This design comes from an exercise in tuning for small area, a short achievable clock period and few clock cycles per item on the open sky130 flow, not from production work.
In this exercise RTL edits were held to simulation tests only and were not proved equivalent to the original.

Setup of run 1:
==> flow/design.v <==
module sha256_1(
	input  wire         CLK,
	input  wire         RST,
	input  wire         write_en,
	input  wire [639:0] block_in,
	input  wire [255:0] digest_in,
	output wire [255:0] digest_out_1,
	output wire [255:0] digest_out_2,
	output wire         valid_out
);
	localparam [6:0] LAST = 7'd73;
	reg  [6:0]  cnt;
	reg         valid_r;
	reg  [31:0] a, b, c, d, e, f, g, h;
	reg  [31:0] wr [0:15];
	reg  [31:0] pk;
	reg  [31:0] kr;
	reg  [31:0] hra;
	function [31:0] add32(input [31:0] x, input [31:0] y);
		reg [31:0] gg, pp;
		integer l, i, k;
		begin
			gg = x & y;
			pp = x ^ y;
			for (l = 0; l < 5; l = l + 1)
				for (i = 0; i < 32; i = i + 1)
					if ((i >> l) & 1) begin
						k = ((i >> l) << l) - 1;
						gg[i] = gg[i] | (pp[i] & gg[k]);
						pp[i] = pp[i] & pp[k];
					end
			add32 = x ^ y ^ {gg[30:0], 1'b0};
		end
	endfunction
	wire [6:0] cnt_n = (!write_en || cnt == LAST) ? 7'd0 : cnt + 7'd1;
	reg ldc, ffc, capc;
	always @(posedge CLK or negedge RST) begin
		if (!RST) begin
			cnt     <= 7'd0;
			valid_r <= 1'b0;
			ldc     <= 1'b1;
			ffc     <= 1'b0;
			capc    <= 1'b0;
		end else begin
			cnt     <= cnt_n;
			valid_r <= write_en && cnt == LAST;
			ldc     <= cnt_n < 7'd2;
			ffc     <= cnt_n >= 7'd66 && cnt_n <= 7'd69;
			capc    <= cnt_n >= 7'd70;
		end
	end
	wire [1:0] sa = cnt[1:0] + {cnt[6], cnt[6]};
	wire [1:0] se = cnt[1:0];
	wire [31:0] al = sa[0] ? digest_in[255:224] : digest_in[223:192];
	wire [31:0] ah = sa[0] ? digest_in[191:160] : digest_in[159:128];
	wire [31:0] ha = sa[1] ? al : ah;
	wire [31:0] el = se[0] ? digest_in[127:96] : digest_in[95:64];
	wire [31:0] eh = se[0] ? digest_in[63:32]  : digest_in[31:0];
	wire [31:0] he = se[1] ? el : eh;
	wire [31:0] s0w = {wr[1][6:0], wr[1][31:7]} ^ {wr[1][17:0], wr[1][31:18]} ^ (wr[1] >> 3);
	wire [31:0] s1w = {wr[14][16:0], wr[14][31:17]} ^ {wr[14][18:0], wr[14][31:19]} ^ (wr[14] >> 10);
	wire [31:0] ws0 = s1w ^ wr[9] ^ s0w;
	wire [31:0] wc0 = ((s1w & wr[9]) | (s1w & s0w) | (wr[9] & s0w)) << 1;
	wire [31:0] ws1 = ws0 ^ wc0 ^ wr[0];
	wire [31:0] wc1 = ((ws0 & wc0) | (ws0 & wr[0]) | (wc0 & wr[0])) << 1;
	wire [31:0] wsum = add32(ffc ? d : ws1, ffc ? hra : wc1);
	reg  [31:0] bw;
	always @* begin
		case (cnt)
		7'd0: bw = block_in[639:608];
		7'd1: bw = block_in[607:576];
		7'd2: bw = block_in[575:544];
		7'd3: bw = block_in[543:512];
		7'd4: bw = block_in[511:480];
		7'd5: bw = block_in[479:448];
		7'd6: bw = block_in[447:416];
		7'd7: bw = block_in[415:384];
		7'd8: bw = block_in[383:352];
		7'd9: bw = block_in[351:320];
		7'd10: bw = block_in[319:288];
		7'd11: bw = block_in[287:256];
		7'd12: bw = block_in[255:224];
		7'd13: bw = block_in[223:192];
		7'd14: bw = block_in[191:160];
		7'd15: bw = block_in[159:128];
		7'd64, 7'd65, 7'd66, 7'd67: bw = he;
		7'd68: bw = block_in[127:96];
		7'd69: bw = block_in[95:64];
		7'd70: bw = block_in[63:32];
		7'd71: bw = block_in[31:0];
		default: bw = wsum;
		endcase
	end
	wire [5:0]  kidx = cnt[6] ? {4'd0, cnt[1:0]} : cnt[5:0];
	wire        kon  = !cnt[6] || (cnt[6:2] == 5'b10001);
	wire [63:0] koh  = (64'd1 << kidx) & {64{kon}};
	wire [31:0] kv;
	assign kv[0] = |(koh & 64'h62d85ba9fa114abe);
	assign kv[1] = |(koh & 64'hf3f10a68b9b66c14);
	assign kv[2] = |(koh & 64'h474d60d5aa5ef4cc);
	assign kv[3] = |(koh & 64'h3b66126606f82515);
	assign kv[4] = |(koh & 64'hd499943e51c0b5b3);
	assign kv[5] = |(koh & 64'hf398ad669230f468);
	assign kv[6] = |(koh & 64'hf3e48614ffddb8b4);
	assign kv[7] = |(koh & 64'hf19849a51cef6def);
	assign kv[8] = |(koh & 64'h52854c5efd4fbe2d);
	assign kv[9] = |(koh & 64'h5be426315e0243dd);
	assign kv[10] = |(koh & 64'h309e628c0e365c83);
	assign kv[11] = |(koh & 64'hb4fa15ed98d51b8d);
	assign kv[12] = |(koh & 64'h940c48102904baac);
	assign kv[13] = |(koh & 64'hf6aed396cc59a905);
	assign kv[14] = |(koh & 64'hb6c71b544b039a9e);
	assign kv[15] = |(koh & 64'h5169954022eca55c);
	assign kv[16] = |(koh & 64'hcb022503ae95876a);
	assign kv[17] = |(koh & 64'h1982d7f36503b353);
	assign kv[18] = |(koh & 64'h1bd34905212a79da);
	assign kv[19] = |(koh & 64'h55f4ef3ec99bf8c1);
	assign kv[20] = |(koh & 64'hf07a338b0be3f4fa);
	assign kv[21] = |(koh & 64'hd28b89adb3f2146a);
	assign kv[22] = |(koh & 64'hec248ce058b46034);
	assign kv[23] = |(koh & 64'h5f69314170d7f22d);
	assign kv[24] = |(koh & 64'h0055185d2816c8be);
	assign kv[25] = |(koh & 64'hc0662dab58a652c1);
	assign kv[26] = |(koh & 64'hed2e6837f8df0c04);
	assign kv[27] = |(koh & 64'h4af302060b7641b8);
	assign kv[28] = |(koh & 64'h535bf0a8adc05b76);
	assign kv[29] = |(koh & 64'h639c43330e9b149e);
	assign kv[30] = |(koh & 64'h83e07c3c30e3992b);
	assign kv[31] = |(koh & 64'hfc007fc03f03e1cc);
	wire [31:0] S1  = {e[5:0], e[31:6]} ^ {e[10:0], e[31:11]} ^ {e[24:0], e[31:25]};
	wire [31:0] S0  = {a[1:0], a[31:2]} ^ {a[12:0], a[31:13]} ^ {a[21:0], a[31:22]};
	wire [31:0] CH  = (e & f) ^ (~e & g);
	wire [31:0] MAJ = (a & b) | (a & c) | (b & c);
	wire [31:0] xs = pk ^ S1 ^ CH;
	wire [31:0] xc = ((pk & S1) | (pk & CH) | (S1 & CH)) << 1;
	wire [31:0] zs = xs ^ xc ^ S0;
	wire [31:0] zc = ((xs & xc) | (xs & S0) | (xc & S0)) << 1;
	wire [31:0] os = zs ^ zc ^ MAJ;
	wire [31:0] oc = ((zs & zc) | (zs & MAJ) | (zc & MAJ)) << 1;
	wire [31:0] anew = add32(os, oc);
	wire [31:0] qs = xs ^ xc ^ d;
	wire [31:0] qc = ((xs & xc) | (xs & d) | (xc & d)) << 1;
	wire [31:0] enew = add32(qs, qc);
	integer i;
	always @(posedge CLK) begin
		for (i = 0; i < 15; i = i + 1) wr[i] <= wr[i+1];
		wr[15] <= bw;
		if (capc) begin
			wr[7] <= d;
			wr[3] <= h;
		end
		hra <= ha;
		kr  <= kv;
		pk  <= add32(g ^ kr ^ wr[15], ((g & kr) | (g & wr[15]) | (kr & wr[15])) << 1);
		a <= ldc ? al : ffc ? wsum : anew;
		b <= a;
		c <= ldc ? ah : b;
		d <= c;
		e <= ldc ? el : ffc ? pk : enew;
		f <= e;
		g <= ldc ? eh : f;
		h <= g;
	end
	assign valid_out = valid_r;
	assign digest_out_2 = {a, b, c, d, e, f, g, h};
	assign digest_out_1 = {wr[7], wr[6], wr[5], wr[4], wr[3], wr[2], wr[1], wr[0]};
endmodule
export LEC_CHECK = 0
export CAP_MARGIN = 20
export CORE_AREA = 5 5 335 335
export CTS_CLUSTER_DIAMETER = 60
export CTS_CLUSTER_SIZE = 20
export DIE_AREA = 0 0 340 340
export PLACE_DENSITY = 0.75
export SLEW_MARGIN = 20
create_clock -name core_clock -period 15.0 [get_ports {CLK}]
standard.sh (not shown) runs the stock make flow with config.mk's settings and CLKGATE_MAP_FILE= SYNTH_SCRIPT=/design/flow/synth_recipe.tcl, a recipe that flattens the netlist after the stock synthesis.
==> flow/flow/run.sh <==
#!/bin/bash
# The standard layout (standard.sh: standard synthesis, floorplan, place,
# CTS, route) with three ORFS variables set:
#  - port buffers made of the smallest buffer cell,
#  - timing repair aimed at 10.15 ns of setup slack at the design's 15 ns clock
#    (the SDC is unchanged; this only makes repair_timing work harder),
#  - IO pins allowed on every routing track, so the 1412 ports fit a smaller die.
# make's full output goes to standard_flow.log; ORFS keeps each step's log
# under orfs/logs/.
set -euo pipefail
export BUFFER_PORTS_ARGS="-buffer_cell sky130_fd_sc_hd__buf_1"
export SETUP_SLACK_MARGIN=10.15
export PLACE_PINS_ARGS="-min_distance 1 -min_distance_in_tracks"
bash standard.sh > standard_flow.log 2>&1
Testbench counts of run 1, summed over its fixed seeds: cycles 14,208, items 192.
Setup changes, run 1 to run 2
==> flow/flow/run.sh <==
#!/bin/bash
# Standard layout, with the port buffers made of the smallest buffer cell.
set -euo pipefail
export BUFFER_PORTS_ARGS="-buffer_cell sky130_fd_sc_hd__buf_1"
export SETUP_SLACK_MARGIN=10.3
export PLACE_PINS_ARGS="-min_distance 1 -min_distance_in_tracks"
bash standard.sh > standard_flow.log 2>&1
==> comparison <==
Going from run 1 to run 2, final area picked up an extra 1.2%; number of search-and-repair iterations in the first detailed-routing pass fell by 2.
### run 2 -> run 3
Settings: a deleted CTS_CLUSTER_SIZE that had been 20; a deleted CTS_CLUSTER_DIAMETER that had been 60; a change of CORE_AREA from 5 5 335 335 to 5 5 395 395; a change of DIE_AREA from 0 0 340 340 to 0 0 400 400.
==> flow/flow/run.sh <==
#!/bin/bash
# Standard layout, with the port buffers made of the smallest buffer cell.
set -euo pipefail
export BUFFER_PORTS_ARGS="-buffer_cell sky130_fd_sc_hd__buf_1"
export SETUP_SLACK_MARGIN=10.0
bash standard.sh > standard_flow.log 2>&1
Results
Summary: wire length, run 3 worse than run 2. Delta (run 3 minus run 2): utilization of the core after routing dropped 13 points, mux contribution to synthesized area closely matched the old numbers. met3 usage in global routing for run 3: 1.3 points down relative to run 2. Run 3 vs run 2 — maximum operating frequency dropped by a few percent. Summary of run 3 over run 2: horizontal extent of the die +about 18%; cell count +693. Vias: run 3 above run 2. Against run 2 as the reference, run 3 delivers a higher first-pass GRT wire length.
#### Input delta (run 4 over run 3)
Settings: a change of DIE_AREA from 0 0 400 400 to 0 0 490 490; a change of CORE_AREA from 5 5 395 395 to 5 5 485 485.
==> flow/flow/run.sh <==
#!/bin/bash
# Standard layout, with the port buffers made of the smallest buffer cell.
set -euo pipefail
export BUFFER_PORTS_ARGS="-buffer_cell sky130_fd_sc_hd__buf_1"
export SETUP_SLACK_MARGIN=10.5
bash standard.sh > standard_flow.log 2>&1
### Flow results
- Between run 3 and run 4, data arrival at the endpoint of the critical path increased.
- Area of all placed cells without fillers, run 3 and run 4: smaller value in run 3
- Launch point of the worst path = digest_in[126]: run 4; launch point of the worst path = e[3]: run 3
- There was hardly any difference in multi-input combinational cell count between run 3 and run 4.
- Run 4 against run 3: detailed placer's ending HPWL saw an increase; count of fill cells added during filler insertion went up; async set-or-reset flop fraction in the synthesized netlist was more or less identical.
- Run 4: ratio of final minimum period to clock period higher than run 3
- The via count of the first global-routing pass reported for run 4 is smaller than that of run 3 by 292.
- Going from run 3 to run 4, non-clock buffering overhead in the final layout grows by 0.85 points.
- Taking run 4 over run 3, the count of clock-buffer cells in the layout ratio works out to 0.927.
### run 4 -> run 5
Settings: swapping 5 5 485 485 for 5 5 335 335 in CORE_AREA; swapping 0 0 490 490 for 0 0 340 340 in DIE_AREA.
==> flow/flow/run.sh <==
#!/bin/bash
# Standard layout, with the port buffers made of the smallest buffer cell.
set -euo pipefail
export BUFFER_PORTS_ARGS="-buffer_cell sky130_fd_sc_hd__buf_1"
export SETUP_SLACK_MARGIN=10.5
export PLACE_PINS_ARGS="-min_distance 1 -min_distance_in_tracks"
bash standard.sh > standard_flow.log 2>&1
## What came out
Proportion of cell area occupied by registers, run 5 and run 4: lower on run 4. Between run 5 and run 4, the time the worst path needs with I/O delays and setup is lower for run 5. Run 4 -> run 5: tap cell count decreased by more than half. In run 5 relative to run 4, number of clock buffer instances in the layout had gone up slightly. Relative to run 4, run 5 improves worst setup slack. Area: run 5 vs run 4 -> run 5 smaller.
Inputs modified between run 5 and run 6:
Settings: setting CTS_CLUSTER_DIAMETER to 60 for the first time; setting CTS_CLUSTER_SIZE to 20 for the first time; changing PLACE_DENSITY from 0.75 to 0.85.
==> flow/flow/run.sh <==
#!/bin/bash
# The standard layout (standard.sh: standard synthesis, floorplan, place,
# CTS, route) with three ORFS variables set:
#  - port buffers made of the smallest buffer cell,
#  - timing repair aimed at 10.3 ns of setup slack at the design's 15 ns clock
#    (the SDC is unchanged; this only makes repair_timing work harder),
#  - IO pins allowed on every routing track, so the 1412 ports fit a smaller die.
# make's full output goes to standard_flow.log; ORFS keeps each step's log
# under orfs/logs/.
set -euo pipefail
export BUFFER_PORTS_ARGS="-buffer_cell sky130_fd_sc_hd__buf_1"
export SETUP_SLACK_MARGIN=10.3
export PLACE_PINS_ARGS="-min_distance 1 -min_distance_in_tracks"
bash standard.sh > standard_flow.log 2>&1
--- outcome ---
On length of routed met2 wiring: run 6 sits above run 5.
Diff run 6..run 5 | fraction of cell area in non-clock buffers | negligible
Run 5 has higher arrival time reported for the critical path endpoint than run 6.
Compared with run 5, in run 6 worst setup slack increased by 0.040 ns relative to the old numbers.
Against run 5, run 6 comes in 2 lower on critical path depth.
The lower highest clock rate came out of run 5.

==> re-timing with driven ports <==
Ports are ideal in the flow. The routed layouts listed here were re-timed in OpenROAD. Step 1 (the two cells are an assumption about what drives the block):
set clk [get_ports {CLK}]
set_driving_cell -lib_cell sky130_fd_sc_hd__clkbuf_16 $clk
set_driving_cell -lib_cell sky130_fd_sc_hd__buf_2 [delete_from_list [all_inputs] $clk]
Step 2 adds t to the input delays and takes it off the output delays; t is the mean of the earliest and latest rising clock arrival at the registers after step 1. Input paths then give back, and output paths get back, about the clock's delay inside the block. Three values: ideal, step 1, step 2; two values: the first two.
run	t (ns)	setup WS [ns]	hold slack, ns	worst setup path at the end	slew at the worst register clock pin (ns)
run 1	0.717	10.137 / 10.137 / 9.472	0.324 / 0.324 / 0.324	input to register	0.09 / 0.09
run 2	0.722	10.216 / 10.216 / 9.635	0.323 / 0.323 / 0.323	input to register	0.08 / 0.08
run 3	0.786	10.027 / 9.944 / 9.328	0.307 / 0.307 / 0.307	input to register	0.07 / 0.07
run 4	0.784	9.963 / 10.002 / 9.218	0.319 / 0.319 / 0.319	input to register	0.07 / 0.07
run 5	0.726	10.194 / 10.194 / 9.811	0.323 / 0.323 / 0.323	input to register	0.07 / 0.07
run 6	0.726	10.233 / 10.233 / 9.815	0.320 / 0.320 / 0.320	input to register	0.08 / 0.08
After both steps setup and hold are still met in every run listed. The setup slack of run 4, which loses most, moves by +0.039 ns with the drivers and by -0.745 ns with both steps.
